From an optimization exercise on the open Yosys and OpenROAD flow, aimed at small area; shortcuts taken in it are not production practice.
The RTL was checked by simulation tests, not by an equivalence proof against the original design.
No activity file was given, so power comes from the tool's default toggle rates.

==> design/flow/flow/abc_area.scr <==
strash
dch
amap
strash
dch
amap
strash
dch
amap
topo
==> design/flow/constraint.sdc <==
create_clock -name core_clock -period 15.0 [get_ports {clk}]
set_input_delay 3.0000 -clock core_clock [delete_from_list [all_inputs] [get_ports {clk}]]
set_output_delay 3.0000 -clock core_clock [all_outputs]
set_load 0.01 [all_outputs]
==> design/flow/standard.sh <==
#!/bin/bash
# synth_recipe.tcl (not shown) runs the flow's synth.tcl, then flattens the netlist and writes it again
# the make line also repeats each setting of config.mk as NAME=value (left out here)
make -C /OpenROAD-flow-scripts/flow DESIGN_CONFIG=/design/flow/config.mk WORK_HOME=/design/flow/orfs CLKGATE_MAP_FILE= SYNTH_SCRIPT=/design/flow/synth_recipe.tcl "${@:-finish}"
==> design/flow/config.mk <==
export PLATFORM = sky130hd
export DESIGN_NAME = opl2
export DESIGN_NICKNAME = opl2
export VERILOG_FILES = /design/flow/design.v
export SDC_FILE = /design/flow/constraint.sdc
export NUM_CORES = 8
export LEC_CHECK = 0
export ABC_AREA = 1
export CAP_MARGIN = 20
export CORE_MARGIN = 2
export CORE_UTILIZATION = 72
export CTS_BUF_LIST = sky130_fd_sc_hd__clkbuf_16
export CTS_CLUSTER_DIAMETER = 100
export CTS_CLUSTER_SIZE = 26
export PLACE_DENSITY = 0.8
export SLEW_MARGIN = 20
==> design/flow/design.v <==
`timescale 1ns / 1ps
module opl3_log_sine_lut (
    input wire [7:0] theta,
    output reg [11:0] out
);
    always @*
        case (theta)
            8'h0: out = 2137;
            8'h1: out = 1731;
            8'h2: out = 1543;
            8'h3: out = 1419;
            8'h4: out = 1326;
            8'h5: out = 1252;
            8'h6: out = 1190;
            8'h7: out = 1137;
            8'h8: out = 1091;
            8'h9: out = 1050;
            8'ha: out = 1013;
            8'hb: out = 979;
            8'hc: out = 949;
            8'hd: out = 920;
            8'he: out = 894;
            8'hf: out = 869;
            8'h10: out = 846;
            8'h11: out = 825;
            8'h12: out = 804;
            8'h13: out = 785;
            8'h14: out = 767;
            8'h15: out = 749;
            8'h16: out = 732;
            8'h17: out = 717;
            8'h18: out = 701;
            8'h19: out = 687;
            8'h1a: out = 672;
            8'h1b: out = 659;
            8'h1c: out = 646;
            8'h1d: out = 633;
            8'h1e: out = 621;
            8'h1f: out = 609;
            8'h20: out = 598;
            8'h21: out = 587;
            8'h22: out = 576;
            8'h23: out = 566;
            8'h24: out = 556;
            8'h25: out = 546;
            8'h26: out = 536;
            8'h27: out = 527;
            8'h28: out = 518;
            8'h29: out = 509;
            8'h2a: out = 501;
            8'h2b: out = 492;
            8'h2c: out = 484;
            8'h2d: out = 476;
            8'h2e: out = 468;
            8'h2f: out = 461;
            8'h30: out = 453;
            8'h31: out = 446;
            8'h32: out = 439;
            8'h33: out = 432;
            8'h34: out = 425;
            8'h35: out = 418;
            8'h36: out = 411;
            8'h37: out = 405;
            8'h38: out = 399;
            8'h39: out = 392;
            8'h3a: out = 386;
            8'h3b: out = 380;
            8'h3c: out = 375;
            8'h3d: out = 369;
            8'h3e: out = 363;
            8'h3f: out = 358;
            8'h40: out = 352;
            8'h41: out = 347;
            8'h42: out = 341;
            8'h43: out = 336;
            8'h44: out = 331;
            8'h45: out = 326;
            8'h46: out = 321;
            8'h47: out = 316;
            8'h48: out = 311;
            8'h49: out = 307;
            8'h4a: out = 302;
            8'h4b: out = 297;
            8'h4c: out = 293;
            8'h4d: out = 289;
            8'h4e: out = 284;
            8'h4f: out = 280;
            8'h50: out = 276;
            8'h51: out = 271;
            8'h52: out = 267;
            8'h53: out = 263;
            8'h54: out = 259;
            8'h55: out = 255;
            8'h56: out = 251;
            8'h57: out = 248;
            8'h58: out = 244;
            8'h59: out = 240;
            8'h5a: out = 236;
            8'h5b: out = 233;
            8'h5c: out = 229;
            8'h5d: out = 226;
            8'h5e: out = 222;
            8'h5f: out = 219;
            8'h60: out = 215;
            8'h61: out = 212;
            8'h62: out = 209;
            8'h63: out = 205;
            8'h64: out = 202;
            8'h65: out = 199;
            8'h66: out = 196;
            8'h67: out = 193;
            8'h68: out = 190;
            8'h69: out = 187;
            8'h6a: out = 184;
            8'h6b: out = 181;
            8'h6c: out = 178;
            8'h6d: out = 175;
            8'h6e: out = 172;
            8'h6f: out = 169;
            8'h70: out = 167;
            8'h71: out = 164;
            8'h72: out = 161;
            8'h73: out = 159;
            8'h74: out = 156;
            8'h75: out = 153;
            8'h76: out = 151;
            8'h77: out = 148;
            8'h78: out = 146;
            8'h79: out = 143;
            8'h7a: out = 141;
            8'h7b: out = 138;
            8'h7c: out = 136;
            8'h7d: out = 134;
            8'h7e: out = 131;
            8'h7f: out = 129;
            8'h80: out = 127;
            8'h81: out = 125;
            8'h82: out = 122;
            8'h83: out = 120;
            8'h84: out = 118;
            8'h85: out = 116;
            8'h86: out = 114;
            8'h87: out = 112;
            8'h88: out = 110;
            8'h89: out = 108;
            8'h8a: out = 106;
            8'h8b: out = 104;
            8'h8c: out = 102;
            8'h8d: out = 100;
            8'h8e: out = 98;
            8'h8f: out = 96;
            8'h90: out = 94;
            8'h91: out = 92;
            8'h92: out = 91;
            8'h93: out = 89;
            8'h94: out = 87;
            8'h95: out = 85;
            8'h96: out = 83;
            8'h97: out = 82;
            8'h98: out = 80;
            8'h99: out = 78;
            8'h9a: out = 77;
            8'h9b: out = 75;
            8'h9c: out = 74;
            8'h9d: out = 72;
            8'h9e: out = 70;
            8'h9f: out = 69;
            8'ha0: out = 67;
            8'ha1: out = 66;
            8'ha2: out = 64;
            8'ha3: out = 63;
            8'ha4: out = 62;
            8'ha5: out = 60;
            8'ha6: out = 59;
            8'ha7: out = 57;
            8'ha8: out = 56;
            8'ha9: out = 55;
            8'haa: out = 53;
            8'hab: out = 52;
            8'hac: out = 51;
            8'had: out = 49;
            8'hae: out = 48;
            8'haf: out = 47;
            8'hb0: out = 46;
            8'hb1: out = 45;
            8'hb2: out = 43;
            8'hb3: out = 42;
            8'hb4: out = 41;
            8'hb5: out = 40;
            8'hb6: out = 39;
            8'hb7: out = 38;
            8'hb8: out = 37;
            8'hb9: out = 36;
            8'hba: out = 35;
            8'hbb: out = 34;
            8'hbc: out = 33;
            8'hbd: out = 32;
            8'hbe: out = 31;
            8'hbf: out = 30;
            8'hc0: out = 29;
            8'hc1: out = 28;
            8'hc2: out = 27;
            8'hc3: out = 26;
            8'hc4: out = 25;
            8'hc5: out = 24;
            8'hc6: out = 23;
            8'hc7: out = 23;
            8'hc8: out = 22;
            8'hc9: out = 21;
            8'hca: out = 20;
            8'hcb: out = 20;
            8'hcc: out = 19;
            8'hcd: out = 18;
            8'hce: out = 17;
            8'hcf: out = 17;
            8'hd0: out = 16;
            8'hd1: out = 15;
            8'hd2: out = 15;
            8'hd3: out = 14;
            8'hd4: out = 13;
            8'hd5: out = 13;
            8'hd6: out = 12;
            8'hd7: out = 12;
            8'hd8: out = 11;
            8'hd9: out = 10;
            8'hda: out = 10;
            8'hdb: out = 9;
            8'hdc: out = 9;
            8'hdd: out = 8;
            8'hde: out = 8;
            8'hdf: out = 7;
            8'he0: out = 7;
            8'he1: out = 7;
            8'he2: out = 6;
            8'he3: out = 6;
            8'he4: out = 5;
            8'he5: out = 5;
            8'he6: out = 5;
            8'he7: out = 4;
            8'he8: out = 4;
            8'he9: out = 4;
            8'hea: out = 3;
            8'heb: out = 3;
            8'hec: out = 3;
            8'hed: out = 2;
            8'hee: out = 2;
            8'hef: out = 2;
            8'hf0: out = 2;
            8'hf1: out = 1;
            8'hf2: out = 1;
            8'hf3: out = 1;
            8'hf4: out = 1;
            8'hf5: out = 1;
            8'hf6: out = 1;
            8'hf7: out = 1;
            8'hf8: out = 0;
            8'hf9: out = 0;
            8'hfa: out = 0;
            8'hfb: out = 0;
            8'hfc: out = 0;
            8'hfd: out = 0;
            8'hfe: out = 0;
            8'hff: out = 0;
            default: out = 0;
        endcase
endmodule
`timescale 1ns / 1ps
module opl3_exp_lut (
    input wire [7:0] in,
    output reg [9:0] out
);
    always @*
        case (in)
            8'h0: out = 0;
            8'h1: out = 3;
            8'h2: out = 6;
            8'h3: out = 8;
            8'h4: out = 11;
            8'h5: out = 14;
            8'h6: out = 17;
            8'h7: out = 20;
            8'h8: out = 22;
            8'h9: out = 25;
            8'ha: out = 28;
            8'hb: out = 31;
            8'hc: out = 34;
            8'hd: out = 37;
            8'he: out = 40;
            8'hf: out = 42;
            8'h10: out = 45;
            8'h11: out = 48;
            8'h12: out = 51;
            8'h13: out = 54;
            8'h14: out = 57;
            8'h15: out = 60;
            8'h16: out = 63;
            8'h17: out = 66;
            8'h18: out = 69;
            8'h19: out = 72;
            8'h1a: out = 75;
            8'h1b: out = 78;
            8'h1c: out = 81;
            8'h1d: out = 84;
            8'h1e: out = 87;
            8'h1f: out = 90;
            8'h20: out = 93;
            8'h21: out = 96;
            8'h22: out = 99;
            8'h23: out = 102;
            8'h24: out = 105;
            8'h25: out = 108;
            8'h26: out = 111;
            8'h27: out = 114;
            8'h28: out = 117;
            8'h29: out = 120;
            8'h2a: out = 123;
            8'h2b: out = 126;
            8'h2c: out = 130;
            8'h2d: out = 133;
            8'h2e: out = 136;
            8'h2f: out = 139;
            8'h30: out = 142;
            8'h31: out = 145;
            8'h32: out = 148;
            8'h33: out = 152;
            8'h34: out = 155;
            8'h35: out = 158;
            8'h36: out = 161;
            8'h37: out = 164;
            8'h38: out = 168;
            8'h39: out = 171;
            8'h3a: out = 174;
            8'h3b: out = 177;
            8'h3c: out = 181;
            8'h3d: out = 184;
            8'h3e: out = 187;
            8'h3f: out = 190;
            8'h40: out = 194;
            8'h41: out = 197;
            8'h42: out = 200;
            8'h43: out = 204;
            8'h44: out = 207;
            8'h45: out = 210;
            8'h46: out = 214;
            8'h47: out = 217;
            8'h48: out = 220;
            8'h49: out = 224;
            8'h4a: out = 227;
            8'h4b: out = 231;
            8'h4c: out = 234;
            8'h4d: out = 237;
            8'h4e: out = 241;
            8'h4f: out = 244;
            8'h50: out = 248;
            8'h51: out = 251;
            8'h52: out = 255;
            8'h53: out = 258;
            8'h54: out = 262;
            8'h55: out = 265;
            8'h56: out = 268;
            8'h57: out = 272;
            8'h58: out = 276;
            8'h59: out = 279;
            8'h5a: out = 283;
            8'h5b: out = 286;
            8'h5c: out = 290;
            8'h5d: out = 293;
            8'h5e: out = 297;
            8'h5f: out = 300;
            8'h60: out = 304;
            8'h61: out = 308;
            8'h62: out = 311;
            8'h63: out = 315;
            8'h64: out = 318;
            8'h65: out = 322;
            8'h66: out = 326;
            8'h67: out = 329;
            8'h68: out = 333;
            8'h69: out = 337;
            8'h6a: out = 340;
            8'h6b: out = 344;
            8'h6c: out = 348;
            8'h6d: out = 352;
            8'h6e: out = 355;
            8'h6f: out = 359;
            8'h70: out = 363;
            8'h71: out = 367;
            8'h72: out = 370;
            8'h73: out = 374;
            8'h74: out = 378;
            8'h75: out = 382;
            8'h76: out = 385;
            8'h77: out = 389;
            8'h78: out = 393;
            8'h79: out = 397;
            8'h7a: out = 401;
            8'h7b: out = 405;
            8'h7c: out = 409;
            8'h7d: out = 412;
            8'h7e: out = 416;
            8'h7f: out = 420;
            8'h80: out = 424;
            8'h81: out = 428;
            8'h82: out = 432;
            8'h83: out = 436;
            8'h84: out = 440;
            8'h85: out = 444;
            8'h86: out = 448;
            8'h87: out = 452;
            8'h88: out = 456;
            8'h89: out = 460;
            8'h8a: out = 464;
            8'h8b: out = 468;
            8'h8c: out = 472;
            8'h8d: out = 476;
            8'h8e: out = 480;
            8'h8f: out = 484;
            8'h90: out = 488;
            8'h91: out = 492;
            8'h92: out = 496;
            8'h93: out = 501;
            8'h94: out = 505;
            8'h95: out = 509;
            8'h96: out = 513;
            8'h97: out = 517;
            8'h98: out = 521;
            8'h99: out = 526;
            8'h9a: out = 530;
            8'h9b: out = 534;
            8'h9c: out = 538;
            8'h9d: out = 542;
            8'h9e: out = 547;
            8'h9f: out = 551;
            8'ha0: out = 555;
            8'ha1: out = 560;
            8'ha2: out = 564;
            8'ha3: out = 568;
            8'ha4: out = 572;
            8'ha5: out = 577;
            8'ha6: out = 581;
            8'ha7: out = 585;
            8'ha8: out = 590;
            8'ha9: out = 594;
            8'haa: out = 599;
            8'hab: out = 603;
            8'hac: out = 607;
            8'had: out = 612;
            8'hae: out = 616;
            8'haf: out = 621;
            8'hb0: out = 625;
            8'hb1: out = 630;
            8'hb2: out = 634;
            8'hb3: out = 639;
            8'hb4: out = 643;
            8'hb5: out = 648;
            8'hb6: out = 652;
            8'hb7: out = 657;
            8'hb8: out = 661;
            8'hb9: out = 666;
            8'hba: out = 670;
            8'hbb: out = 675;
            8'hbc: out = 680;
            8'hbd: out = 684;
            8'hbe: out = 689;
            8'hbf: out = 693;
            8'hc0: out = 698;
            8'hc1: out = 703;
            8'hc2: out = 708;
            8'hc3: out = 712;
            8'hc4: out = 717;
            8'hc5: out = 722;
            8'hc6: out = 726;
            8'hc7: out = 731;
            8'hc8: out = 736;
            8'hc9: out = 741;
            8'hca: out = 745;
            8'hcb: out = 750;
            8'hcc: out = 755;
            8'hcd: out = 760;
            8'hce: out = 765;
            8'hcf: out = 770;
            8'hd0: out = 774;
            8'hd1: out = 779;
            8'hd2: out = 784;
            8'hd3: out = 789;
            8'hd4: out = 794;
            8'hd5: out = 799;
            8'hd6: out = 804;
            8'hd7: out = 809;
            8'hd8: out = 814;
            8'hd9: out = 819;
            8'hda: out = 824;
            8'hdb: out = 829;
            8'hdc: out = 834;
            8'hdd: out = 839;
            8'hde: out = 844;
            8'hdf: out = 849;
            8'he0: out = 854;
            8'he1: out = 859;
            8'he2: out = 864;
            8'he3: out = 869;
            8'he4: out = 874;
            8'he5: out = 880;
            8'he6: out = 885;
            8'he7: out = 890;
            8'he8: out = 895;
            8'he9: out = 900;
            8'hea: out = 906;
            8'heb: out = 911;
            8'hec: out = 916;
            8'hed: out = 921;
            8'hee: out = 927;
            8'hef: out = 932;
            8'hf0: out = 937;
            8'hf1: out = 942;
            8'hf2: out = 948;
            8'hf3: out = 953;
            8'hf4: out = 959;
            8'hf5: out = 964;
            8'hf6: out = 969;
            8'hf7: out = 975;
            8'hf8: out = 980;
            8'hf9: out = 986;
            8'hfa: out = 991;
            8'hfb: out = 996;
            8'hfc: out = 1002;
            8'hfd: out = 1007;
            8'hfe: out = 1013;
            8'hff: out = 1018;
            default: out = 0;
        endcase
endmodule
`timescale 1ns / 1ps
module opl2(
  clk,
  reset,
  opl2_we,
  opl2_data,
  opl2_adr,
  kon,
  channel_a,
  channel_b,
  sample_clk,
  sample_clk_128
  );
  input         clk;
  input         reset;
  input         opl2_we;
  input [7:0]   opl2_data;
  input [7:0]   opl2_adr;
  output [8:0]  kon;
  output signed [15:0] channel_a;
  output signed [15:0] channel_b;
  output sample_clk;
  output sample_clk_128;
  localparam [1:0]
    RELEASE = 2'b00,
    ATTACK  = 2'b01,
    DECAY   = 2'b10,
    SUSTAIN = 2'b11;
  localparam RAND_POLYNOMIAL = 'h800302;
  localparam TREMOLO_MAX_COUNT = 13*1024;
  reg [8:0] kon;
  reg signed [15:0] channel_a;
  reg signed [15:0] channel_b;
  reg sample_clk;
  reg sample_clk_128;
  genvar i;
  reg [9:0] cntr;
  reg sample_clk_en;
  always @(posedge clk)
    if (reset) begin
      cntr <= 10'd0;
      sample_clk_en <= 1'b0;
      sample_clk <= 1'b0;
    end else begin
      cntr <= cntr == 10'd813 ? 10'd0 : cntr + 1'b1;
      sample_clk_en <= cntr == 10'd0;
      sample_clk <= ~cntr[9];
      sample_clk_128 <= ~cntr[0];
    end
  reg       mkon [0:8];     
  reg [7:0] mbd;
  reg       m08;
  wire [7:0] wdata = reset ? 8'd0 : opl2_data;
  generate
    for (i = 0; i < 9; i = i + 1) begin: mch
      always @(posedge clk)
        if (reset || (opl2_we && opl2_adr == 8'hb0 + i)) mkon[i] <= wdata[5];
    end
  endgenerate
  always @(posedge clk) begin
    if (reset || (opl2_we && opl2_adr == 8'hbd)) mbd <= wdata;
    if (reset || (opl2_we && opl2_adr == 8'h08)) m08 <= wdata[6];
  end
  reg [7:0] sbd;
  reg       nts;
  reg [2:0] ch0_old;    
  wire [2:0] ch0_now;   
  generate
    for (i = 0; i < 9; i = i + 1) begin: sch
      always @(posedge clk)
        if (reset)
          kon[i] <= 1'b0;
        else if (sample_clk_en)
          kon[i] <= mkon[i];
    end
  endgenerate
  always @(posedge clk)
    if (sample_clk_en) begin
      sbd <= mbd;
      nts <= m08;
      ch0_old <= ch0_now;
    end
  wire dam = sbd[7];
  wire dvb = sbd[6];
  wire ryt = sbd[5];
  wire bd  = sbd[4];
  wire sd  = sbd[3];
  wire tom = sbd[2];
  wire tc  = sbd[1];
  wire hh  = sbd[0];
  reg [4:0] rpos;        
  reg req;               
  reg act;               
  reg vB;
  reg fresh;             
  wire start = (sample_clk_en | req) & (rpos == 5'd17);
  wire fin = act & (rpos == 5'd17);
  always @(posedge clk)
    if (reset) begin
      rpos <= 5'd0;
      req <= 1'b0;
      act <= 1'b0;
      vB <= 1'b0;
      fresh <= 1'b1;
    end else begin
      rpos <= (rpos == 5'd17) ? 5'd0 : rpos + 1'b1;
      req <= start ? 1'b0 : (req | sample_clk_en);
      if (start)
        act <= 1'b1;
      else if (fin)
        act <= 1'b0;
      vB <= act;
      if (fin)
        fresh <= 1'b0;
    end
  reg [33:0] mr [0:17];
  reg [33:0] sr [0:17];
  wire [4:0] w_off = opl2_adr[4:0];
  wire [4:0] w_op = w_off - {2'b00, w_off[4:3], 1'b0};
  wire w_valid = opl2_we && (w_off[2:0] <= 3'd5) && (w_off[4:3] != 2'd3);
  reg [4:0] w_fld;
  always @ *
    case (opl2_adr[7:5])
    3'd1: w_fld = 5'b00001;
    3'd2: w_fld = 5'b00010;
    3'd3: w_fld = 5'b00100;
    3'd4: w_fld = 5'b01000;
    3'd7: w_fld = 5'b10000;
    default: w_fld = 5'b00000;
    endcase
  wire [5:0] w_d = {1'b0, rpos} + 6'd1 - {1'b0, w_op};
  wire [5:0] w_pos = w_d[5] ? w_d + 6'd18 : (w_d == 6'd18 ? 6'd0 : w_d);
  generate
    for (i = 0; i < 18; i = i + 1) begin: opring
      localparam PREV = (i + 17) % 18;
      localparam [7:0] INV = (i % 2 == 1) ? 8'hff : 8'h00;
      wire hit = w_valid && w_pos == i;
      wire [4:0] wen = {5{reset}} | ({5{hit}} & w_fld);
      wire [7:0] wd = wdata ^ INV;
      always @(posedge clk) begin
        mr[i][7:0]   <= wen[0] ? wd : ~mr[PREV][7:0];
        mr[i][15:8]  <= wen[1] ? wd : ~mr[PREV][15:8];
        mr[i][23:16] <= wen[2] ? wd : ~mr[PREV][23:16];
        mr[i][31:24] <= wen[3] ? wd : ~mr[PREV][31:24];
        mr[i][33:32] <= wen[4] ? wd[1:0] : ~mr[PREV][33:32];
        sr[i] <= sample_clk_en ? ~mr[PREV] : ~sr[PREV];
      end
    end
  endgenerate
  reg [18:0] mcr [0:8];
  reg [18:0] scr [0:8];
  wire [4:0] r9 = (rpos >= 5'd9) ? rpos - 5'd9 : rpos;
  wire c_valid = opl2_we && opl2_adr[3:0] <= 4'd8 &&
   (opl2_adr[7:4] == 4'ha || opl2_adr[7:4] == 4'hb || opl2_adr[7:4] == 4'hc);
  wire [5:0] c_d = {1'b0, r9} + 6'd1 - {2'b00, opl2_adr[3:0]};
  wire [5:0] c_pos = c_d[5] ? c_d + 6'd9 : (c_d == 6'd9 ? 6'd0 : c_d);
  generate
    for (i = 0; i < 9; i = i + 1) begin: chring
      localparam PREV = (i + 8) % 9;
      localparam [18:0] INV = (i % 2 == 1) ? 19'h7ffff : 19'h0;
      localparam [18:0] FLIP = ((i % 2) != (PREV % 2)) ? 19'h7ffff : 19'h0;
      wire hit = c_valid && c_pos == i;
      wire wa = reset || (hit && opl2_adr[7:4] == 4'ha);
      wire wb = reset || (hit && opl2_adr[7:4] == 4'hb);
      wire wc = reset || (hit && opl2_adr[7:4] == 4'hc);
      wire [18:0] wd = {wdata[5:0], wdata[4:0], wdata[7:0]} ^ INV;
      wire [18:0] mprev = mcr[PREV] ^ FLIP;
      always @(posedge clk) begin
        mcr[i][7:0]   <= wa ? wd[7:0] : mprev[7:0];
        mcr[i][12:8]  <= wb ? wd[12:8] : mprev[12:8];
        mcr[i][18:13] <= wc ? wd[18:13] : mprev[18:13];
        scr[i] <= sample_clk_en ? mprev : scr[PREV] ^ FLIP;
      end
    end
  endgenerate
  reg [18:0] scr_ch0;
  always @ *
    case (r9)
    5'd0: scr_ch0 = scr[0];
    5'd1: scr_ch0 = ~scr[1];
    5'd2: scr_ch0 = scr[2];
    5'd3: scr_ch0 = ~scr[3];
    5'd4: scr_ch0 = scr[4];
    5'd5: scr_ch0 = ~scr[5];
    5'd6: scr_ch0 = scr[6];
    5'd7: scr_ch0 = ~scr[7];
    default: scr_ch0 = scr[8];
    endcase
  assign ch0_now = {scr_ch0[17], scr_ch0[18], scr_ch0[13]};
  reg [13:0] tremolo_index;
  reg [12:0] vibrato_index;    
  reg [23:0] rand_num;
  always @(posedge clk)
    if (reset) begin
      tremolo_index <= 14'd0;
      vibrato_index <= 13'd1;
      rand_num <= 24'd1;
    end else begin
      if (start) begin
        if (tremolo_index == TREMOLO_MAX_COUNT - 1)
          tremolo_index <= 0;
        else
          tremolo_index <= tremolo_index + 1'b1;
        if (rand_num & 1)
          rand_num <= (rand_num ^ RAND_POLYNOMIAL) >> 1;
        else
          rand_num <= rand_num >> 1;
      end
      if (act)
        vibrato_index <= vibrato_index + 1'b1;
    end
  wire [5:0] am_val_tmp0 = tremolo_index >> 8;
  wire [5:0] am_val_tmp1 = (am_val_tmp0 > 26) ? (2*26 + ~am_val_tmp0) : am_val_tmp0;
  wire [4:0] am_val = dam ? am_val_tmp1 : am_val_tmp1 >> 2;
  reg [8:0] k1;          
  reg [8:0] k2;          
  reg [2:0] q0;          
  reg [2:0] q1;
  reg bd0;
  reg hh0, hh1, sd0, sd1, tom0, tom1, tc0, tc1;
  always @(posedge clk)
    if (reset) begin
      k1 <= 9'd0;
      k2 <= 9'd0;
      q0 <= 3'd0;
      q1 <= 3'd0;
      bd0 <= 1'b0;
      hh0 <= 1'b0; hh1 <= 1'b0;
      sd0 <= 1'b0; sd1 <= 1'b0;
      tom0 <= 1'b0; tom1 <= 1'b0;
      tc0 <= 1'b0; tc1 <= 1'b0;
    end else if (fin) begin
      k1 <= kon;
      k2 <= k1;
      if (!ryt) begin
        q0 <= kon[8:6];
        q1 <= q0;
      end else begin
        bd0 <= bd;
        hh0 <= hh; hh1 <= hh0;
        sd0 <= sd; sd1 <= sd0;
        tom0 <= tom; tom1 <= tom0;
        tc0 <= tc; tc1 <= tc0;
      end
    end
  reg [1:0]  r_st  [0:17];
  reg [8:0]  r_env [0:17];
  reg [14:0] r_cnt [0:17];
  reg [19:0] r_pa  [0:17];
  reg [12:0] r_out [0:17];
  reg [12:0] r_fb2 [0:8];
  wire [4:0] op = rpos;
  reg [3:0] ch;
  reg is_mod;
  always @ *
    case (op)
    5'd0:  begin ch = 4'd0; is_mod = 1'b1; end
    5'd1:  begin ch = 4'd1; is_mod = 1'b1; end
    5'd2:  begin ch = 4'd2; is_mod = 1'b1; end
    5'd3:  begin ch = 4'd0; is_mod = 1'b0; end
    5'd4:  begin ch = 4'd1; is_mod = 1'b0; end
    5'd5:  begin ch = 4'd2; is_mod = 1'b0; end
    5'd6:  begin ch = 4'd3; is_mod = 1'b1; end
    5'd7:  begin ch = 4'd4; is_mod = 1'b1; end
    5'd8:  begin ch = 4'd5; is_mod = 1'b1; end
    5'd9:  begin ch = 4'd3; is_mod = 1'b0; end
    5'd10: begin ch = 4'd4; is_mod = 1'b0; end
    5'd11: begin ch = 4'd5; is_mod = 1'b0; end
    5'd12: begin ch = 4'd6; is_mod = 1'b1; end
    5'd13: begin ch = 4'd7; is_mod = 1'b1; end
    5'd14: begin ch = 4'd8; is_mod = 1'b1; end
    5'd15: begin ch = 4'd6; is_mod = 1'b0; end
    5'd16: begin ch = 4'd7; is_mod = 1'b0; end
    default: begin ch = 4'd8; is_mod = 1'b0; end
    endcase
  wire [7:0] p20 = sr[0][7:0];
  wire [7:0] p40 = sr[0][15:8];
  wire [7:0] p60 = sr[0][23:16];
  wire [7:0] p80 = sr[0][31:24];
  wire [1:0] ws = sr[0][33:32];
  wire am   = p20[7];
  wire vib  = p20[6];
  wire egt  = p20[5];
  wire ksr  = p20[4];
  wire [3:0] mult = p20[3:0];
  wire [1:0] ksl = p40[7:6];
  wire [5:0] tl  = p40[5:0];
  wire [3:0] ar = p60[7:4];
  wire [3:0] dr = p60[3:0];
  wire [3:0] sl = p80[7:4];
  wire [3:0] rr = p80[3:0];
  wire [18:0] chw = (rpos >= 5'd3 && rpos <= 5'd8) ? ~scr[3] :
   (rpos >= 5'd9 && rpos <= 5'd14) ? scr[6] : scr[0];
  wire [9:0] fnum = chw[9:0];
  wire [2:0] block = chw[12:10];
  wire [2:0] fb = chw[16:14];
  wire cnt_c = chw[13];
  wire kon_c = kon[ch];
  wire k1_c = k1[ch];
  wire k2_c = k2[ch];
  wire op_bd = ryt && (op == 5'd12 || op == 5'd15);
  wire op_hh = ryt && op == 5'd13;
  wire op_tt = ryt && op == 5'd14;
  wire op_sd = ryt && op == 5'd16;
  wire op_tc = ryt && op == 5'd17;
  wire [1:0]  st0  = fresh ? RELEASE : r_st[0];
  wire [8:0]  env0 = fresh ? 9'd511 : r_env[0];
  wire [14:0] cnt0 = fresh ? 15'd0 : r_cnt[0];
  wire [19:0] pa0  = fresh ? 20'd0 : r_pa[0];
  wire [12:0] out_old = fresh ? 13'd0 : r_out[0];
  wire [12:0] fb2_old = fresh ? 13'd0 : r_fb2[0];
  wire [19:0] pa17 = fresh ? 20'd0 : r_pa[14];   
  wire [19:0] pa13 = r_pa[4];                    
  reg off_old, off_new, rhy_old, rhy_new;
  always @ * begin
    if (ch < 4'd6) begin
      off_old = !k1_c && k2_c;
      off_new = !kon_c && k1_c;
    end else begin
      off_old = !q0[ch - 4'd6] && q1[ch - 4'd6];
      off_new = ryt ? off_old : (!kon_c && q0[ch - 4'd6]);
    end
    rhy_old = 1'b0;
    rhy_new = 1'b0;
    if (ryt)
      case (op)
      5'd12: rhy_new = bd && !bd0;
      5'd15: rhy_old = bd && !bd0;
      5'd13: begin rhy_old = hh0 && !hh1; rhy_new = hh && !hh0; end
      5'd14: begin rhy_old = tom0 && !tom1; rhy_new = tom && !tom0; end
      5'd16: begin rhy_old = sd0 && !sd1; rhy_new = sd && !sd0; end
      5'd17: begin rhy_old = tc0 && !tc1; rhy_new = tc && !tc0; end
      default: ;
      endcase
  end
  wire kon_old = (k1_c && !k2_c) || rhy_old;
  wire kon_new = (kon_c && !k1_c) || rhy_new;
  reg [1:0] next_state;
  always @ *
    case (st0)
    ATTACK: next_state = env0 == 0 ? DECAY : ATTACK;
    DECAY: next_state = (env0 >> 4) >= sl ? SUSTAIN : DECAY;
    SUSTAIN: next_state = !egt ? RELEASE : SUSTAIN;
    default: next_state = RELEASE;
    endcase
  wire [1:0] s1 = kon_old ? ATTACK : off_old ? RELEASE : next_state;
  wire [1:0] s2 = kon_new ? ATTACK : off_new ? RELEASE : s1;
  function [3:0] req_rate;
    input [1:0] s;
    input [3:0] ar, dr, rr;
    case (s)
    ATTACK: req_rate = ar;
    DECAY: req_rate = dr;
    SUSTAIN: req_rate = 0;
    default: req_rate = rr;
    endcase
  endfunction
  wire [7:0] rate_tmp0 = nts ? fnum[8] : fnum[9];
  wire [7:0] rate_tmp1 = rate_tmp0 | (block << 1);
  wire [7:0] rate_tmp2 = ksr ? rate_tmp1 : rate_tmp1 >> 2;
  function [17:0] rate_inc;
    input [3:0] requested_rate;
    input [7:0] rate_tmp2;
    reg [7:0] requested_rate_shifted;
    reg [7:0] effective_rate;
    reg [7:0] rate_value;
    reg [1:0] rof;
    begin
      requested_rate_shifted = requested_rate << 2;
      effective_rate = (rate_tmp2 + requested_rate_shifted > 60) ?
       60 : rate_tmp2 + requested_rate_shifted;
      rate_value = effective_rate >> 2;
      rof = effective_rate[1:0];
      rate_inc = (4 | rof) << rate_value;
    end
  endfunction
  wire [3:0] rate1 = req_rate(s1, ar, dr, rr);
  wire [3:0] rate2 = req_rate(s2, ar, dr, rr);
  wire [17:0] inc1 = rate_inc(rate1, rate_tmp2);
  wire [17:0] inc2 = rate_inc(rate2, rate_tmp2);
  wire [14:0] cnt1 = (rate1 != 0) ? cnt0 + inc1[14:0] : cnt0;
  wire [17:0] overflow_tmp = cnt1 + inc2;
  wire [7:0] rate_counter_overflow = overflow_tmp >> 15;
  reg [8:0] env1;
  always @ *
    if (s2 == ATTACK && rate_counter_overflow != 0 && env0 != 0)
      env1 = env0 - (((env0 * rate_counter_overflow) >> 3) + 1);
    else if (s2 == DECAY || s2 == RELEASE)
      if (env0 + rate_counter_overflow > 511)
        env1 = 511;
      else
        env1 = env0 + rate_counter_overflow;
    else
      env1 = env0;
  reg [3:0] mult_adj;
  always @ *
    case (mult)
    'h0: mult_adj = 1;
    'h1: mult_adj = 1;
    'h2: mult_adj = 2;
    'h3: mult_adj = 3;
    'h4: mult_adj = 4;
    'h5: mult_adj = 5;
    'h6: mult_adj = 6;
    'h7: mult_adj = 7;
    'h8: mult_adj = 8;
    'h9: mult_adj = 9;
    'hA: mult_adj = 10;
    'hB: mult_adj = 10;
    'hC: mult_adj = 12;
    'hD: mult_adj = 12;
    'hE: mult_adj = 15;
    default: mult_adj = 15;
    endcase
  wire [13:0] fnum_mult = fnum * mult_adj;
  wire [19:0] fnum_mult_sh = fnum_mult << block;
  wire signed [19:0] post_mult = (mult == 0) ? fnum_mult_sh >> 1 : fnum_mult_sh;
  wire [9:0] delta0 = fnum >> 7;
  wire [9:0] delta1 = ((vibrato_index >> 10) & 3) == 3 ? delta0 >> 1 : delta0;
  wire [9:0] delta2 = !dvb ? delta1 >> 1 : delta1;
  wire signed [9:0] vib_val = ((vibrato_index >> 10) & 4) != 0 ? ~delta2 : delta2;
  wire signed [19:0] phase_inc = vib ? post_mult + vib_val : post_mult;
  wire [9:0] upper_current_phase = pa0 >> 10;
  reg [9:0] friend_phase;
  always @ *
    if (op_hh)
      friend_phase = pa17 >> 10;
    else if (op_tc)
      friend_phase = pa13 >> 10;
    else
      friend_phase = 0;
  wire [9:0] phase_bit =
   (((upper_current_phase & 'h88) ^ ((upper_current_phase << 5) & 'h80)) |
   ((friend_phase ^ (friend_phase << 2)) & 'h20)) ? 'h02 : 'h00;
  reg [9:0] noise_bit;
  always @ *
    if (op_hh)
      noise_bit = rand_num[0] << 1;
    else if (op_sd)
      noise_bit = rand_num[0] << 8;
    else
      noise_bit = 0;
  reg [19:0] rhythm_phase;
  always @ *
    if (op_hh)
      rhythm_phase = ((phase_bit << 8) | ('h34 << (phase_bit ^ noise_bit))) << 10;
    else if (op_sd)
      rhythm_phase = (('h100 + (upper_current_phase & 'h100)) ^ noise_bit) << 10;
    else if (op_tc)
      rhythm_phase = ((1 + phase_bit) << 8) << 10;
    else
      rhythm_phase = pa0;
  wire use_feedback = is_mod && !((op == 5'd13 || op == 5'd14) && ryt);
  wire signed [12:0] fb1_s = out_old;
  wire signed [12:0] fb2_s = (op == 5'd0) ? out_old : fb2_old;
  reg signed [21:0] feedback_result_p0;
  always @ *
    if (fb == 0)
      feedback_result_p0 = 0;
    else
      feedback_result_p0 = ((fb1_s + fb2_s) <<< fb);
  wire signed [12:0] feedback_result = feedback_result_p0 >>> 9;
  wire carrier_mod_off = cnt_c || (ryt && (op == 5'd16 || op == 5'd17));
  wire [12:0] modulation = use_feedback ? feedback_result :
   (!is_mod && !carrier_mod_off) ? r_out[3] : 13'd0;
  wire rhythmic = op_hh || op_sd || op_tc;
  wire [19:0] pa_sum = pa0 + phase_inc;
  wire [9:0] fp_base = (rhythmic ? rhythm_phase[19:10] : pa_sum[19:10]) + (rhythmic ? phase_inc[19:10] : 10'd0);
  wire [19:0] pa1 = kon_new ? 20'd0 : pa_sum;
  wire [9:0] final_phase_hi = kon_new ? 10'd0 : fp_base + modulation[9:0];
  reg [6:0] rom_out;
  always @ *
    case (fnum >> 6)
    0: rom_out = 0;
    1: rom_out = 32;
    2: rom_out = 40;
    3: rom_out = 45;
    4: rom_out = 48;
    5: rom_out = 51;
    6: rom_out = 53;
    7: rom_out = 55;
    8: rom_out = 56;
    9: rom_out = 58;
    10: rom_out = 59;
    11: rom_out = 60;
    12: rom_out = 61;
    13: rom_out = 62;
    14: rom_out = 63;
    default: rom_out = 64;
    endcase
  wire signed [7:0] ksl_tmp0 = block - 8;
  wire signed [7:0] ksl_tmp1 = rom_out + (ksl_tmp0 << 3);
  reg [7:0] ksl_add;
  always @ *
    case (ksl)
    0: ksl_add = 0;
    1: ksl_add = ksl_tmp1 <= 0 ? 0 : ksl_tmp1 << 1;
    2: ksl_add = ksl_tmp1 <= 0 ? 0 : ksl_tmp1;
    default: ksl_add = ksl_tmp1 <= 0 ? 0 : ksl_tmp1 << 2;
    endcase
  wire [10:0] env_offs = (tl << 2) + ksl_add + (am ? am_val : 5'd0);
  reg incl;
  always @ *
    if (op == 5'd15)
      incl = ryt ? cnt_c : 1'b1;
    else if (op == 5'd12)
      incl = ryt ? !cnt_c : cnt_c;
    else if (op == 5'd13 || op == 5'd14)
      incl = cnt_c || ryt;
    else if (op == 5'd0)
      incl = ch0_old[0];
    else
      incl = is_mod ? cnt_c : 1'b1;
  wire cha_c = (ch == 4'd0) ? ch0_old[2] : chw[17];
  wire chb_c = (ch == 4'd0) ? ch0_old[1] : chw[18];
  wire signed [17:0] out_old_ext = fb1_s;
  reg signed [17:0] acc_a;
  reg signed [17:0] acc_b;
  wire signed [17:0] add_a = (act && incl && cha_c) ? out_old_ext : 18'sd0;
  wire signed [17:0] add_b = (act && incl && chb_c) ? out_old_ext : 18'sd0;
  always @(posedge clk) begin
    acc_a <= (start ? 18'sd0 : acc_a) + add_a;
    acc_b <= (start ? 18'sd0 : acc_b) + add_b;
  end
  always @(posedge clk)
    if (sample_clk_en) begin
      if (acc_a > 2**15 - 1)
        channel_a <= 2**15 - 1;
      else if (acc_a < -2**15)
        channel_a <= -2**15;
      else
        channel_a <= acc_a;
      if (acc_b > 2**15 - 1)
        channel_b <= 2**15 - 1;
      else if (acc_b < -2**15)
        channel_b <= -2**15;
      else
        channel_b <= acc_b;
    end
  reg [9:0] b_phase;       
  reg [9:0] b_offs;
  reg [1:0] b_ws;
  reg b_shl;
  always @(posedge clk) begin
    b_phase <= final_phase_hi;
    b_offs <= env_offs[9:0];
    b_ws <= ws;
    b_shl <= op_hh || op_tt || op_sd || op_tc;
  end
  wire [11:0] log_sin_out;
  opl3_log_sine_lut log_sine_lut_inst (
    .theta(b_phase[8] ? ~b_phase[7:0] : b_phase[7:0]),
    .out(log_sin_out)
  );
  wire signed [10:0] env_tmp = r_env[1] + b_offs;
  reg [8:0] env;
  always @ *
    if (env_tmp < 0)
      env = 0;
    else if (env_tmp > 511)
      env = 511;
    else
      env = env_tmp;
  wire [12:0] log_sin_plus_gain = log_sin_out + (env << 3);
  wire [9:0] exp_out;
  opl3_exp_lut exp_lut_inst (
    .in(~log_sin_plus_gain[7:0]),
    .out(exp_out)
  );
  wire [12:0] tmp_out0 = (2**10 + exp_out) << 1;
  reg signed [12:0] tmp_out1;
  always @ *
    if (b_phase[9])
      tmp_out1 = ~(tmp_out0 >> log_sin_plus_gain[12:8]);
    else
      tmp_out1 = tmp_out0 >> log_sin_plus_gain[12:8];
  wire signed [12:0] tmp_ws2 = tmp_out1 < 0 ? ~tmp_out1 : tmp_out1;
  reg signed [12:0] tmp_out2;
  always @ *
    case (b_ws)
    0: tmp_out2 = tmp_out1;
    1: tmp_out2 = tmp_out1 < 0 ? 0 : tmp_out1;
    2: tmp_out2 = tmp_ws2;
    default: tmp_out2 = b_phase[8] ? 0 : tmp_ws2;
    endcase
  wire [12:0] op_out = b_shl ? tmp_out2 << 1 : tmp_out2;
  always @(posedge clk) begin
    r_st[1]  <= act ? s2 : r_st[0];
    r_env[1] <= act ? env1 : r_env[0];
    r_cnt[1] <= act ? cnt1 : r_cnt[0];
    r_pa[1]  <= act ? pa1 : r_pa[0];
    r_out[1] <= r_out[0];
    r_out[2] <= vB ? op_out : r_out[1];
    r_fb2[1] <= (act && is_mod) ? out_old : r_fb2[0];
    r_st[0]  <= r_st[17];
    r_env[0] <= r_env[17];
    r_cnt[0] <= r_cnt[17];
    r_pa[0]  <= r_pa[17];
    r_out[0] <= r_out[17];
    r_fb2[0] <= r_fb2[8];
    r_out[3] <= r_out[2];
  end
  generate
    for (i = 2; i < 18; i = i + 1) begin: ring
      always @(posedge clk) begin
        r_st[i]  <= r_st[i-1];
        r_env[i] <= r_env[i-1];
        r_cnt[i] <= r_cnt[i-1];
        r_pa[i]  <= r_pa[i-1];
      end
      if (i > 3) begin: ro
        always @(posedge clk)
          r_out[i] <= r_out[i-1];
      end
    end
    for (i = 2; i < 9; i = i + 1) begin: fring
      always @(posedge clk)
        r_fb2[i] <= r_fb2[i-1];
    end
  endgenerate
endmodule
==> design/flow/flow/dont_use.txt <==
sky130_fd_sc_hd__probe_p_8
sky130_fd_sc_hd__probec_p_8
sky130_fd_sc_hd__lpflow_bleeder_1
sky130_fd_sc_hd__lpflow_clkbufkapwr_1
sky130_fd_sc_hd__lpflow_clkbufkapwr_16
sky130_fd_sc_hd__lpflow_clkbufkapwr_2
sky130_fd_sc_hd__lpflow_clkbufkapwr_4
sky130_fd_sc_hd__lpflow_clkbufkapwr_8
sky130_fd_sc_hd__lpflow_clkinvkapwr_1
sky130_fd_sc_hd__lpflow_clkinvkapwr_16
sky130_fd_sc_hd__lpflow_clkinvkapwr_2
sky130_fd_sc_hd__lpflow_clkinvkapwr_4
sky130_fd_sc_hd__lpflow_clkinvkapwr_8
sky130_fd_sc_hd__lpflow_decapkapwr_12
sky130_fd_sc_hd__lpflow_decapkapwr_3
sky130_fd_sc_hd__lpflow_decapkapwr_4
sky130_fd_sc_hd__lpflow_decapkapwr_6
sky130_fd_sc_hd__lpflow_decapkapwr_8
sky130_fd_sc_hd__lpflow_inputiso0n_1
sky130_fd_sc_hd__lpflow_inputiso0p_1
sky130_fd_sc_hd__lpflow_inputiso1n_1
sky130_fd_sc_hd__lpflow_inputiso1p_1
sky130_fd_sc_hd__lpflow_inputisolatch_1
sky130_fd_sc_hd__lpflow_isobufsrc_1
sky130_fd_sc_hd__lpflow_isobufsrc_16
sky130_fd_sc_hd__lpflow_isobufsrc_2
sky130_fd_sc_hd__lpflow_isobufsrc_4
sky130_fd_sc_hd__lpflow_isobufsrc_8
sky130_fd_sc_hd__lpflow_isobufsrckapwr_16
sky130_fd_sc_hd__lpflow_lsbuf_lh_hl_isowell_tap_1
sky130_fd_sc_hd__lpflow_lsbuf_lh_hl_isowell_tap_2
sky130_fd_sc_hd__lpflow_lsbuf_lh_hl_isowell_tap_4
sky130_fd_sc_hd__lpflow_lsbuf_lh_isowell_4
sky130_fd_sc_hd__lpflow_lsbuf_lh_isowell_tap_1
sky130_fd_sc_hd__lpflow_lsbuf_lh_isowell_tap_2
sky130_fd_sc_hd__lpflow_lsbuf_lh_isowell_tap_4
==> design/flow/flow/run.sh <==
#!/bin/bash
# Layout flow: the standard synthesis, then the combinational logic of the
# synthesized netlist is remapped for area (the flip-flops are left exactly as
# the standard synthesis made them), then the standard layout steps.
set -euo pipefail
W=$PWD
R=$W/orfs/results/$FLOW_PLATFORM/opl2/base
LIB=$FLOW_HOME/platforms/$FLOW_PLATFORM/lib/sky130_fd_sc_hd__tt_025C_1v80.lib

bash standard.sh synth > $W/std_synth.log 2>&1

python3 $W/flow/splitlib.py $LIB $W/seq.lib $W/comb.lib > $W/splitlib.log 2>&1
cp $R/1_2_yosys.v $W/std_1_2_yosys.v
DU=""
for c in $(cat $W/flow/dont_use.txt); do DU="$DU -dont_use $c"; done
cat > $W/remap.ys <<EOS
read_liberty -lib $W/seq.lib
read_liberty -ignore_miss_func $W/comb.lib
read_verilog $W/std_1_2_yosys.v
hierarchy -top $FLOW_TOP
flatten
opt_clean
abc -script $W/flow/abc_area.scr -liberty $LIB $DU
opt_clean -purge
read_liberty -lib -ignore_redef $LIB
hilomap -singleton -hicell sky130_fd_sc_hd__conb_1 HI -locell sky130_fd_sc_hd__conb_1 LO
insbuf -buf sky130_fd_sc_hd__buf_4 A X
opt_clean -purge
tee -o $W/remap_stat.txt stat -liberty $LIB
check -assert -mapped
write_verilog -noattr -nohex -nodec $W/remap_1_2_yosys.v
EOS
yosys -s $W/remap.ys > $W/remap.log 2>&1
cp $W/remap_1_2_yosys.v $R/1_2_yosys.v
touch $R/1_2_yosys.v

bash standard.sh > $W/std_layout.log 2>&1
==> design/flow/flow/splitlib.py <==
# Split a Liberty file into its sequential cells (ff/latch/statetable) and its
# combinational cells, so that the combinational part of a mapped netlist can be
# read as logic and remapped while the flip-flops stay as they are.
import re, sys
lib = open(sys.argv[1]).read()
first = lib.index('cell (')
hdr = lib[:first]
cells = []
i = first
while True:
    j = lib.find('cell (', i)
    if j < 0:
        break
    p = lib.index('{', j)
    depth = 0
    while True:
        if lib[p] == '{':
            depth += 1
        elif lib[p] == '}':
            depth -= 1
            if depth == 0:
                break
        p += 1
    cells.append(lib[j:p + 1])
    i = p + 1
seq = [c for c in cells if re.search(r'\b(ff|latch|statetable)\s*\(', c)]
comb = [c for c in cells if not re.search(r'\b(ff|latch|statetable)\s*\(', c)]
open(sys.argv[2], 'w').write(hdr + '\n'.join(seq) + '\n}\n')
open(sys.argv[3], 'w').write(hdr + '\n'.join(comb) + '\n}\n')
print(len(seq), 'sequential cells,', len(comb), 'combinational cells')
==> results of run 1 <==
-- per-layer routing --
layer / GRT usage [%] / share of wire (%)
met5: 0 / 0.011
met4: 23.6 / 7.0
met3: 7.63 / 9.9
met2: 63.2 / 46
met1: 50.0 / 37
-- metrics by stage --
stage	power (mW)	setup TNS [ps]	utilization [%]	setup slack, ps	hold slack [ps]
2_1_floorplan	14.9	-3638350	-	-5310	310
3_3_place_gp	17.3	0	75.4	1470	310
3_5_place_dp	17.3	0	75.4	829	312
4_1_cts	21.4	0	78.5	593	304
5_1_grt	22.6	0	78.5	49.9	312
6_report	21.8	0	78.5	1310	312
-- layout by cell type, fill, tap and decap left out, types with 7 or more instances in the layout --
master           count
nand3_1             35
o2111ai_1            7
a221oi_1            25
buf_4               90
nand2_2              7
or2_0               51
nand4_1              7
a311oi_1             8
a31oi_1             52
nor2b_1             44
and3_1              35
o21bai_1             7
and2_0              21
o31ai_1             18
nor2_1            1045
o32ai_1             35
clkdlybuf4s50_1     60
o211ai_1            10
o21ai_0            348
inv_1                9
or3_1               30
clkinv_1           480
dfxtp_1           2921
a21oi_1            304
nand2_1            429
o22a_1              46
clkbuf_16          135
nor3_1             147
a22oi_1             30
a211oi_1            44
o22ai_1           1787
nor4_1              15
o221ai_1            38
a22o_1               7
a2111oi_0           16
o21a_1              96
o32a_1               9
edfxtp_1            63
-- registers in the layout, indices dropped and copies added, names as in the netlist, 14 cells and up --
name           flops
r_fb2            117
r_env            162
sr               612
r_cnt            270
acc_b             18
scr              171
channel_a         16
mr               612
acc_a             18
r_pa             360
mcr              171
channel_b         16
r_out            234
r_st              36
tremolo_index     14
rand_num          23
-- worst max-delay path, delay by kind of cell (launching register included) --
family	cells	cell delay, ps
buffers and inverters	11	2300
AOI/OAI and AO/OA	32	5800
DFF	1	400
and+or+nand+nor	29	5020
-- cell type report --
cell class	count	area share, %
antenna	2	0.00523
timing repair buffer	152	1.38
multi-input combinational	4823	27.6
tap	1625	2.13
inverter	491	1.95
sequential	2986	63.1
clock buffer	135	3.53
timing repair inverter	1	0.00523
clock inverter	25	0.301
-- path summary, 6_finish.rpt --
path | startpoint | end | slack, ps | cells after the start
worst max-delay path | rpos[1]$_SDFF_PP0_ | r_env[1][8]$_DFF_P_ | 1310 | 72
worst min-delay path | r_pa[1][10]$_DFF_P_ | r_pa[2][10]$_DFF_P_ | 310 | 0
worst max register to register | rpos[1]$_SDFF_PP0_ | r_env[1][8]$_DFF_P_ | 1310 | 72
worst min register to register | r_pa[1][10]$_DFF_P_ | r_pa[2][10]$_DFF_P_ | 310 | 0
-- power by group through the flow --
stage / Sequential, mW / Combinational [mW] / Clock, mW
floorplan: 9.63 / 5.30 / 0
finish: 9.74 / 7.94 / 4.08
global placement: 9.81 / 7.48 / 0
CTS: 9.71 / 7.58 / 4.07
global route: 9.81 / 8.49 / 4.35
detailed placement: 9.84 / 7.50 / 0
-- timing repair --
action / 4_1_cts / 5_1_grt
hold buffers: 0 / 0
setup buffers: 0 / 3
resized for setup: 0 / 6
endpoints found under the setup margin: 0 / 9
==> flow_summary.json, run 1 <==
{
  "multiInputGateArea_mm2": 0.0264,
  "min_period_over_period_pct": 91.3,
  "grt.total_usage_pct": 39.5,
  "intPower_mw": 13.2,
  "hold_violations": 0,
  "slew_violations": 0,
  "via_per_inst": 6.81,
  "maxCapViolations": 0,
  "critPathMaxStageDelay_ps": 480,
  "nFillCells": 7268,
  "combinationalPowerShare_pct": 36.5,
  "netlist_area_mm2": 0.0886,
  "min_period_ps": 13690,
  "rows": 128,
  "critical_path.startpoint_type": "flop",
  "status": "complete, no violations",
  "synth_area_per_cell_um2": 10.7,
  "cts_tree": "done",
  "grt_pass1_vias": 66900,
  "fmax_mhz": 73.1,
  "grt_overflow_total": 0,
  "drive_gt1_share_pct": 3.23,
  "p_seq_share_pct": 44.8,
  "synthToLayoutAreaGrowth_pct": 8.00,
  "wirelength_mm": 256,
  "grt_max_degree": 218,
  "drtAntennaViolNets": 0,
  "root_buffer": "clkbuf_16",
  "power_density_mw_per_mm2": 227,
  "cts_made_buffers": 133,
  "grt_setup_unrepaired": "false",
  "hold_path.class": "flop to flop",
  "gp_congestion": 0.962,
  "criticalPathCategory": "flop to flop",
  "finalClockSkew_ps": 55.3,
  "drc": 0,
  "die_area_mm2": 0.126,
  "core_mm2": 0.122,
  "switching_share_pct": 39.2,
  "syn_nets": 8328,
  "layout.nets": 8607,
  "drtIter0Drc": 9440,
  "critPathCaptureType": "flop",
  "setup_viol": 0,
  "grt_pass1_wl_mm": 387,
  "synth-warning-count": 14,
  "htree_num_levels": 4,
  "register_area_mm2": 0.0604,
  "antenna_found_initial": 7,
  "dp_hpwl_mm": 159,
  "port_buffers": 61,
  "insertion_delay_ps": 840,
  "io_pins": 62,
  "crit_top_cell": "nor2_1",
  "avgRoutedWirePerCell_um": 25.0,
  "die-height_um": 355,
  "num_vias": 69700,
  "clock_path_buffers": 3,
  "die_x_um": 355,
  "clk_pin_slew_ps": 110,
  "p_leak_nw": 35.3,
  "start_util_pct": 72.7,
  "final_area_mm2": 0.0957,
  "slew_headroom_pct": 10.8,
  "dp_cells": 10100,
  "firstDrtPassIters": 9,
  "critPathSlowestCell": "or3_1",
  "worstMarginPinSlew_ps": 1340,
  "cp.arrival_ps": 14420,
  "syn_inst": 8309,
  "switchingPower_mw": 8.53,
  "ir_worst_vdd_uv": 301,
  "post_dp_cell_area_mm2": 0.0919,
  "p_clk_share_pct": 18.7,
  "final_cell_count_no_fill": 10200,
  "critPathMaxFanout": 20,
  "worstPathRequired_ps": 15740,
  "cts.sinks": 2986
}
==> run 2: changes to the inputs <==
--- a/design/flow/config.mk
+++ b/design/flow/config.mk
@@ -10,3 +10,3 @@
 export CORE_MARGIN = 2
-export CORE_UTILIZATION = 72
+export CORE_UTILIZATION = 65
 export CTS_BUF_LIST = sky130_fd_sc_hd__clkbuf_16
@@ -14,3 +14,3 @@
 export CTS_CLUSTER_SIZE = 26
-export PLACE_DENSITY = 0.8
+export PLACE_DENSITY = 0.75
 export SLEW_MARGIN = 20
==> flow_summary.json, run 2 <==
{
  "reg_top3": "mr: 612 flops, sr: 612 flops, r_pa: 360 flops",
  "final_common_cell": "dfxtp_1",
  "die_x_um": 373,
  "ir_worst_vdd_uv": 261,
  "p_total_mw": 21.5,
  "clk_pin_slew_ps": 110,
  "switchingPower_mw": 8.23,
  "diodes": 0,
  "insertion_delay_ps": 800,
  "via_per_inst": 6.31,
  "grt_overflow_total": 0,
  "cp.arrival_ps": 14190,
  "gp_congestion": 0.995,
  "wirelength_mm": 231,
  "maxCapViolations": 0,
  "intPower_mw": 13.3,
  "rows": 135,
  "layout.nets": 8602,
  "p_leak_nw": 35.4,
  "critPathMaxStageDelay_ps": 580,
  "dp_hpwl_mm": 150,
  "hold_ws_ps": 309,
  "drtIter0Drc": 7009,
  "final_cell_mix": "dfxtp_1, o22ai_1, nor2_1",
  "firstDrtPassIters": 8,
  "crit_top_cell": "nor2_1",
  "port_buffers": 61,
  "slew_headroom_pct": 24.8,
  "cts_tree": "done",
  "cts_resized": 0,
  "drc": 0,
  "die_area_mm2": 0.139,
  "synthToLayoutAreaGrowth_pct": 8.34,
  "min-delay-start": "r_env[13][5]$_DFF_P_",
  "drtAntennaViolNets": 0,
  "grt_pass1_wl_mm": 355,
  "num_vias": 65600,
  "grt.total_usage_pct": 32.2,
  "grt_max_degree": 221,
  "setup_viol": 0,
  "fmax_mhz": 74.2,
  "avgRoutedWirePerCell_um": 22.2,
  "hold_path.class": "flop to flop",
  "finalSetupTns_ps": 0,
  "synth_area_per_cell_um2": 10.7,
  "min_period_over_period_pct": 89.9,
  "syn_inst": 8309,
  "critPathSlowestCell": "o21ai_0",
  "core_mm2": 0.135,
  "drive_gt1_share_pct": 3.24,
  "root_buffer": "clkbuf_16",
  "grt_pass1_vias": 61900,
  "post-cts-setup-buffers": 0,
  "critPathMaxFanout": 20,
  "start_util_pct": 65.5,
  "switching_share_pct": 38.3,
  "cts_made_buffers": 134,
  "clock_path_buffers": 3,
  "io_pins": 62,
  "p_seq_share_pct": 45.0,
  "die-height_um": 373,
  "power_density_mw_per_mm2": 224,
  "syn_nets": 8328,
  "final_core_util_pct": 70.9,
  "critPathCaptureType": "flop",
  "antenna_found_initial": 2,
  "min_period_ps": 13480,
  "criticalPathCategory": "flop to flop",
  "cts_hold_buf": 0,
  "hold_violations": 0,
  "worstPathRequired_ps": 15710,
  "synth-warning-count": 14,
  "worstReg2RegStart": "rpos[1]$_SDFF_PP0_",
  "p_clk_share_pct": 18.9,
  "slew_violations": 0,
  "critical_path.startpoint_type": "flop",
  "combinationalPowerShare_pct": 36.1,
  "grt_setup_unrepaired": "false",
  "finalClockSkew_ps": 51.9,
  "worstMarginPinSlew_ps": 1130,
  "cp-startpoint": "rpos[1]$_SDFF_PP0_",
  "status": "complete, no violations",
  "htree_num_levels": 4,
  "cts.sinks": 2986,
  "netlist_area_mm2": 0.0886
}
-- run 2: cell types whose count changed in the layout (fill, tap and decap cells not counted), sizes merged --
cell | before | now
clkinv | 490 | 493
inv | 24 | 25
clkinvlp | 3 | 0
buf | 92 | 87
diode | 2 | 0
clkbuf | 135 | 138
-- run 2: through the flow --
stage          std cells  setup slack [ps]  instance area (µm²)
2_1_floorplan       8309             -5310                88600
3_3_place_gp       10200              1840                92200
3_5_place_dp       10200              1590                92200
4_1_cts            10400              1510                96000
5_1_grt            10400               176                96000
6_report           10400              1520                96000
-- run 2: critical path: cells and delay by family, from the launching register on --
family,cells,cell delay [ps]
flops,1,480
compound gates,29,5300
buf+inv,13,2750
simple gates,31,4840
-- run 2: layout make-up --
| cell class | instances | area (µm²) |
|---|---|---|
| sequential | 2986 | 60400 |
| fill | 9879 | 39300 |
| multi-input combinational | 4823 | 26400 |
| clock buffer | 138 | 3450 |
| tap | 1781 | 2230 |
| inverter | 491 | 1860 |
| timing repair buffer | 147 | 1300 |
| clock inverter | 27 | 314 |
-- run 2: path summary, 6_finish.rpt --
| path | end | slack [ps] | cells after the start |
|---|---|---|---|
| setup / recovery | r_env[1][7]$_DFF_P_ | 1520 | 73 |
| setup reg to reg | r_env[1][7]$_DFF_P_ | 1520 | 73 |
| hold reg to reg | r_env[14][5]$_DFF_P_ | 310 | 0 |
| hold / removal | r_env[14][5]$_DFF_P_ | 310 | 0 |
-- run 2: power groups by stage --
stage	sequential, mW	clock (mW)	combinational [mW]
after detailed placement	9.82	0	7.48
after global placement	9.81	0	7.49
final	9.67	4.06	7.76
after floorplan	9.63	0	5.30
after CTS	9.66	4.11	7.53
after global routing	9.76	4.39	8.43
-- run 2: routing by layer --
| metal | global-route usage (%) | wire (µm) | vias to the layer above |
|---|---|---|---|
| met1 | 43.8 | 97900 | 30900 |
| met3 | 5.10 | 17200 | 651 |
| li1 | - | - | 31100 |
| met2 | 51.3 | 106000 | 2953 |
| met4 | 13.9 | 10300 | 2 |
| met5 | 0 | 20 | - |
==> run 3: changes to the inputs <==
--- a/design/flow/config.mk
+++ b/design/flow/config.mk
@@ -13,3 +13,3 @@
 export CTS_CLUSTER_DIAMETER = 100
-export CTS_CLUSTER_SIZE = 26
+export CTS_CLUSTER_SIZE = 28
 export PLACE_DENSITY = 0.75
==> flow_summary.json, run 3 <==
{
  "root_buffer": "clkbuf_16",
  "dp_hpwl_mm": 150,
  "hold_violations": 0,
  "num_vias": 65300,
  "diodes": 0,
  "setup_viol": 0,
  "syn_nets": 8328,
  "p_total_mw": 21.2,
  "power_density_mw_per_mm2": 222,
  "maxCapViolations": 0,
  "die_area_mm2": 0.139,
  "final_cell_count_no_fill": 10400,
  "final_common_cell": "dfxtp_1",
  "post_dp_cell_area_mm2": 0.0922,
  "drtIter0Drc": 6815,
  "grt.total_usage_pct": 32.0,
  "wirelength_mm": 230,
  "netlist_area_mm2": 0.0886,
  "drtAntennaViolNets": 0,
  "critPathSlowestCell": "o21ai_0",
  "critPathCaptureType": "flop",
  "slew_headroom_pct": 24.1,
  "die-height_um": 373,
  "clk_pin_slew_ps": 100,
  "dp_cells": 10200,
  "slew_violations": 0,
  "synth_area_per_cell_um2": 10.7,
  "hold_path.class": "flop to flop",
  "critPathMaxFanout": 20,
  "clock_path_buffers": 3,
  "grt_pass1_vias": 61700,
  "critical_path.startpoint_type": "flop",
  "cp_top_family": "compound AO/OA/AOI/OAI gates",
  "cp.arrival_ps": 14160,
  "drc": 0,
  "ir_worst_vdd_uv": 263,
  "antenna_found_initial": 4,
  "htree_num_levels": 3,
  "port_buffers": 61,
  "rows": 135,
  "grt_pass1_wl_mm": 353,
  "avgRoutedWirePerCell_um": 22.2,
  "die_x_um": 373,
  "min_period_ps": 13500,
  "synth-warning-count": 14,
  "p_leak_nw": 35.1,
  "firstDrtPassIters": 8,
  "critPathMaxStageDelay_ps": 590,
  "insertion_delay_ps": 820,
  "via_per_inst": 6.30,
  "final_cell_mix": "dfxtp_1, o22ai_1, nor2_1",
  "cp_num_buf_inv": 13,
  "gp_congestion": 0.995,
  "start_util_pct": 65.5,
  "final_area_mm2": 0.0954,
  "synthToLayoutAreaGrowth_pct": 7.69,
  "fmax_mhz": 74.1,
  "crit_top_cell": "nor2_1",
  "io_pins": 62,
  "min_period_over_period_pct": 90.0,
  "cts.sinks": 2986,
  "criticalPathCategory": "flop to flop",
  "cts_made_buffers": 117,
  "grt_overflow_total": 0,
  "cts_tree": "done",
  "grt_max_degree": 221,
  "syn_inst": 8309,
  "worstPathRequired_ps": 15660,
  "finalClockSkew_ps": 84.4,
  "drive_gt1_share_pct": 2.95,
  "worstMarginPinSlew_ps": 1140,
  "layout.nets": 8585,
  "status": "complete, no violations",
  "core_mm2": 0.135,
  "reg_top3": "mr: 612 flops, sr: 612 flops, r_pa: 360 flops",
  "grt_setup_unrepaired": "false",
  "nFillCells": 9963,
  "final_core_util_pct": 70.5
}
-- run 3: worst reg2reg max path, delay by kind of cell (launching register included) --
family | cells | cell delay, ps
and+or+nand+nor | 31 | 4820
DFF | 1 | 480
buffers and inverters | 13 | 2780
AOI/OAI and AO/OA | 29 | 5260
-- run 3: what timing repair did --
action,CTS,global route
gates resized for setup,0,1
endpoints found under the setup margin,0,2
hold buffers,0,0
buffers inserted,0,0
-- run 3: cell type report --
type                    instances  area [µm²]  share of cell area [%]
clock buffers                 120        3000                    3.15
clock inverters                16         188                   0.197
inverters                     491        1860                    1.95
multi-input cells            4823       26400                    27.7
flip-flops and latches       2986       60400                    63.3
well taps                    1781        2230                    2.34
repair buffers                147        1300                    1.37
-- run 3: worst paths after layout --
| check | startpoint | endpoint | slack (ps) | cells after the start |
|---|---|---|---|---|
| worst max-delay path | rpos[1]$_SDFF_PP0_ | r_env[1][7]$_DFF_P_ | 1500 | 73 |
| worst min-delay path | r_env[14][1]$_DFF_P_ | r_env[15][1]$_DFF_P_ | 280 | 0 |
| worst max register to register | rpos[1]$_SDFF_PP0_ | r_env[1][7]$_DFF_P_ | 1500 | 73 |
| worst min register to register | r_env[14][1]$_DFF_P_ | r_env[15][1]$_DFF_P_ | 280 | 0 |
-- run 3: per-stage QoR --
step                hold slack [ps]  setup WS [ps]  setup TNS, ps
floorplan                       310          -5310       -3638350
global placement                310           1840              0
detailed placement              312           1590              0
CTS                             271           1470              0
global route                    280            145              0
finish                          277           1500              0
-- run 3: power by group --
part	total, mW	internal [mW]	switching, mW
clock network	3.74	1.45	2.28
logic	7.74	2.48	5.26
registers	9.67	9.09	0.583
total	21.2	13.0	8.13
-- run 3: per-layer routing --
layer | vias up | global-route usage, % | part of all wire [%] | wire length, µm
li1 | 31100 | - | - | -
met1 | 30800 | 43.7 | 42 | 97800
met2 | 2792 | 51.2 | 46 | 105000
met3 | 622 | 4.46 | 7.3 | 16800
met4 | 2 | 13.8 | 4.7 | 10800
met5 | - | 0 | 0.0056 | 13

## afterwards: timing with drivers on the ports
The flow's constraints put no driver on any port. The routed layouts listed below were extracted and timed again, unchanged, in two steps. Step 1 (the two cells are an assumption about what drives the block):
set clk [get_ports {clk}]
set_driving_cell -lib_cell sky130_fd_sc_hd__clkbuf_16 $clk
set_driving_cell -lib_cell sky130_fd_sc_hd__buf_2 [delete_from_list [all_inputs] $clk]
Step 2, shift: input delay + t, output delay - t, t = (earliest + latest rising clock arrival at the registers) / 2. This alone moves slack from input paths to output paths. Three values: no drivers, after step 1, after step 2; two values: the first two.
run	t, ns	setup WS [ns]	clock arrival spread, ns
run 1	0.893	1.311 / 1.311 / 1.311	0.060 / 0.061
run 2	0.870	1.520 / 1.520 / 1.520	0.065 / 0.066
run 3	0.855	1.497 / 1.497 / 1.497	0.090 / 0.091
After both steps every run listed still meets setup and hold.
